This is an optimization exercise on Yosys and OpenROAD, whose aim is small area, not a production implementation.
Where RTL was checked, it was by simulation tests only, not by an equivalence proof against the original.

06-08:
## taxi
module taxi (
  clk, rst, mile_v, onride, double, night, subtotal, waiting, stopped,
  seg_cat, seg_AX, speed_led, night_led, double_led, ride_led, clk_sound,
  lattice_row, lattice_Rcol, lattice_Gcol, lcd_en, lcd_rs, lcd_data
);
Size in the first run: roughly 170 flip-flops, about 73 I/O pins.
Settings: LEC_CHECK=0, ABC_AREA=1, CAP_MARGIN=20, CORE_MARGIN=2, CORE_UTILIZATION=55, SLEW_MARGIN=20; clock period 10.0 ns.
standard.sh (not shown) runs the stock make flow with config.mk's settings and CLKGATE_MAP_FILE= SYNTH_SCRIPT=/design/flow/synth_recipe.tcl, a recipe that flattens the netlist after the stock synthesis.
==> flow/flow/run.sh <==
#!/bin/bash
# Own layout flow: the standard ORFS flow, with an area-oriented synthesis
# (no half/full-adder cell extraction, an area-recovering ABC script) and small
# port buffers / clock-tree buffers. Registers are those of the standard synthesis.
set -euo pipefail
W=$(pwd)
F=$W/flow
export MY_ABC_SCRIPT=$F/area.abc
cat > $W/own_synth.tcl <<EOT
proc abc {args} {
  set i [lsearch \$args -script]
  if {\$i >= 0} { lset args [expr {\$i+1}] \$::env(MY_ABC_SCRIPT) }
  yosys abc {*}\$args
}
proc extract_fa {args} {}
source $W/synth_recipe.tcl
EOT
bash standard.sh SYNTH_SCRIPT=$W/own_synth.tcl synth > $W/synth.log 2>&1
bash standard.sh "BUFFER_PORTS_ARGS=-buffer_cell sky130_fd_sc_hd__buf_1" \
  "CTS_ARGS=-sink_clustering_enable -repair_clock_nets -dont_use_dummy_load -buf_list sky130_fd_sc_hd__clkbuf_8" \
  finish > $W/layout.log 2>&1
==> flow/flow/area.abc <==
strash
&get -n
&st
&dch -f
&nf -R 1000
&put
mfs2 -a
strash
&get -n
&st
&dch -f
&nf -R 1000
&put
mfs2 -a
strash
&get -n
&st
&dch -f
&nf -R 1000
&put
mfs2 -a
strash
&get -n
&st
&dch -f
&nf -R 1000
&put
mfs2 -a
strash
&get -n
&st
&dch -f
&nf -R 1000
&put
mfs2 -a
strash
&get -n
&st
&dch -f
&nf -R 1000
&put
mfs2 -a
strash
&get -n
&st
&dch -f
&nf -R 1000
&put
Input changes introduced in 08-18 (baseline for comparison: 06-08):
diff --git a/flow/design.v b/flow/design.v
--- a/flow/design.v
+++ b/flow/design.v
@@ -56,34 +56,26 @@
   output      [7:0] lattice_Gcol;
   output            lcd_en;
   output            lcd_rs;
   output      [7:0] lcd_data;
   assign double_led = double;
   assign night_led  = night;
   assign ride_led   = ~onride;
   reg  [14:0] gcnt;
-  wire        g_lo_end = &gcnt[4:0];
-  wire        g_mid_end = (gcnt[10:5] == 6'b100000);
   always @(posedge clk or posedge rst)
     if (rst) gcnt <= 15'd0;
-    else begin
-      gcnt[4:0] <= gcnt[4:0] + 5'd1;
-      if (g_lo_end)
-        gcnt[10:5] <= {gcnt[9:5], gcnt[10] ^ gcnt[9] ^ (gcnt[9:5] == 5'd0)};
-      if (g_lo_end & g_mid_end)
-        gcnt[14:11] <= gcnt[14:11] + 4'd1;
-    end
+    else     gcnt <= gcnt + 15'd1;
   wire tick = &gcnt[1:0];
   reg       lcd_row;                   
   reg [4:0] lcd_p;
   wire       lcd_go =  ~(lcd_p[4] & ~lcd_p[2] & ~lcd_p[1] & ~lcd_p[0]);    
   wire [2:0] lat_v  = gcnt[4:2];
   wire [3:0] lat_h  = gcnt[14:11];
-  wire       lat_on = lcd_go | gcnt[5] | (|gcnt[4:2]);    
+  wire       lat_on = lcd_go | (|gcnt[5:2]);      
   assign lattice_row = lat_on ? ~(8'd1 << lat_v) : 8'hff;
   reg [14:0] pat;
   always @(*) begin
     case ({onride, lat_v})
       4'd0:  pat = 15'h0808;  4'd1:  pat = 15'h3E7F;
       4'd2:  pat = 15'h0455;  4'd3:  pat = 15'h0A22;
       4'd4:  pat = 15'h3F3E;  4'd5:  pat = 15'h0808;
       4'd6:  pat = 15'h7F08;  4'd7:  pat = 15'h087F;
@@ -115,19 +107,19 @@
     else if (!onride)  stop_c <= 1'b0;
     else if (stop_dbs) stop_c <= 1'b1;
   always @(posedge clk or posedge rst)
     if (rst)                                  sub_c <= 2'd0;
     else if (!onride)                         sub_c <= 2'd0;
     else if (double && sub_dbs && !sub_c[1])  sub_c <= sub_c + 2'd1;
   reg  [2:0] seg_cnt;                  
   reg        seg_on;                   
-  localparam [6:0] MS_END = 7'b1001011;
-  localparam [8:0] SC_ON  = 9'b000110000;
-  localparam [8:0] SC_END = 9'b100000000;
+  localparam [6:0] MS_END = 7'd99;
+  localparam [8:0] SC_ON  = 9'd15;
+  localparam [8:0] SC_END = 9'd511;
   reg  [6:0] mile_ms, wait_ms;         
   reg  [2:0] mile_spd;                 
   reg  [1:0] wait_m3;                  
   reg  [3:0] nc;                       
   reg  [3:0] d0, d1;                   
   reg  [2:0] d2;                       
   reg  [3:0] d3, d4, d5;               
   reg  [3:0] d6, d7;                   
@@ -180,17 +172,17 @@
       end
       if (onride && (ride || stop_c)) begin
         if (music) begin
           if (scnt == SC_ON) snd_on <= 1'b1;
           else if (scnt == SC_END) begin
             snd    <= ride ? snd + 4'd1 : snd - 4'd1;
             snd_on <= 1'b0;
           end
-          scnt <= {scnt[7:0], scnt[8] ^ scnt[4] ^ (scnt[7:0] == 8'd0)};
+          scnt <= scnt + 9'd1;
         end
         else snd_on <= 1'b0;
       end
       if (ride) begin
         p1_2 <= d2;  p1_1 <= d1;  p1_0 <= d0;
         if (sub_c == 2'd0) begin
           p2_2 <= d2;  p2_1 <= d1;  p2_0 <= d0;
         end
@@ -207,31 +199,31 @@
                 d3 <= 4'd0;
                 if (d4_9) begin d4 <= 4'd0; d5 <= d5 + 4'd1; end
                 else d4 <= d4 + 4'd1;
               end
               else d3 <= d3 + 4'd1;
             end
             wait_m3 <= wait_m3[1] ? 2'd0 : wait_m3 + 2'd1;
           end
-          else wait_ms <= {wait_ms[5:0], ~(wait_ms[6] ^ wait_ms[5])};
+          else wait_ms <= wait_ms + 7'd1;
         end
         else begin
           if (mile_ms == MS_END) begin
             mile_ms <= 7'd0;
             if (mile_spd >= mile_v) begin
               mile_spd <= 3'd0;
               if (!msat) begin
                 if (d6_9) begin d6 <= 4'd0; d7 <= d7 + 4'd1; end
                 else d6 <= d6 + 4'd1;
               end
             end
             else mile_spd <= mile_spd + 3'd1;
           end
-          else mile_ms <= {mile_ms[5:0], ~(mile_ms[6] ^ mile_ms[5])};
+          else mile_ms <= mile_ms + 7'd1;
         end
         if (fee) begin
           d0 <= d0_n;
           nc <= nc_n;
           if (fc) begin
             if (d1_9) begin d1 <= 4'd0; d2 <= d2 + 3'd1; end
             else d1 <= d1 + 4'd1;
           end
@@ -347,17 +339,17 @@
         endcase
     end
   end
   always @(posedge clk or posedge rst)
     if (rst) begin
       lcd_row <= 1'b0;  lcd_p <= 5'd24;  lcd_d <= 7'd0;
     end
     else if (!lcd_go) begin
-      if (gcnt[4:0] == 5'd30 && gcnt[5]) lcd_p <= 5'd25;
+      if (gcnt[5:0] == 6'd62) lcd_p <= 5'd25;
     end
     else if (lcd_wr) begin
       lcd_row <= nrow;  lcd_p <= np;  lcd_d <= ch;
     end
   assign lcd_en   = ~(lcd_go & (gcnt[3:0] >= 4'd7) & (gcnt[3:0] != 4'd15));
   assign lcd_rs   = ~lcd_p[4];
   assign lcd_data = {lcd_p[4] & lcd_p[2] & lcd_p[1] & lcd_p[0], lcd_d};
 endmodule
==> summary.txt <==
Going from 06-08 to 08-18, width of the chip shrank slightly.
08-18 vs. 06-08: final period utilization lost 2.9 points; maximum operating frequency picked up an extra about 4.4%; number of global-route vias before repair lost about 3.4%.
Between 08-18 and 06-08, it is 08-18 whose met1 layer usage reported by global route is higher, by 1.3 points.
Taking 06-08 as 1.0, 08-18 lands at 1.2 on maximum number of pins on one net before global-route repair.
Only the layout flow was run in 06-08; the RTL was not checked for function there.

==> afterwards: timing with drivers on the ports <==
How much do the figures lean on ideal ports? The routed layouts below were timed once more, with nothing changed but the port constraints. Step 1, drivers: a clkbuf_16 drives clk and a buf_2 each remaining input, both assumed. Step 2 moves the port delays by t, midway between the first and last clock arrival at a register: inputs arrive t later, outputs are due t later. That takes back most of the time a late clock gives input paths. Three values: ideal ports, drivers, drivers and shift; two values: the first two.
run | t (ns) | setup slack, ns | worst setup path at the end | worst slew at a driven data input, ns
06-08 | 0.490 | 3.121 / 3.096 / 3.096 | input to output | 0.05
08-18 | 0.475 | 3.414 / 3.391 / 3.320 | input to register | 0.03
After both steps every run listed still meets setup and hold. For 08-18, which loses most, drivers alone change the setup slack by -0.023 ns; drivers and shift together by -0.094 ns.
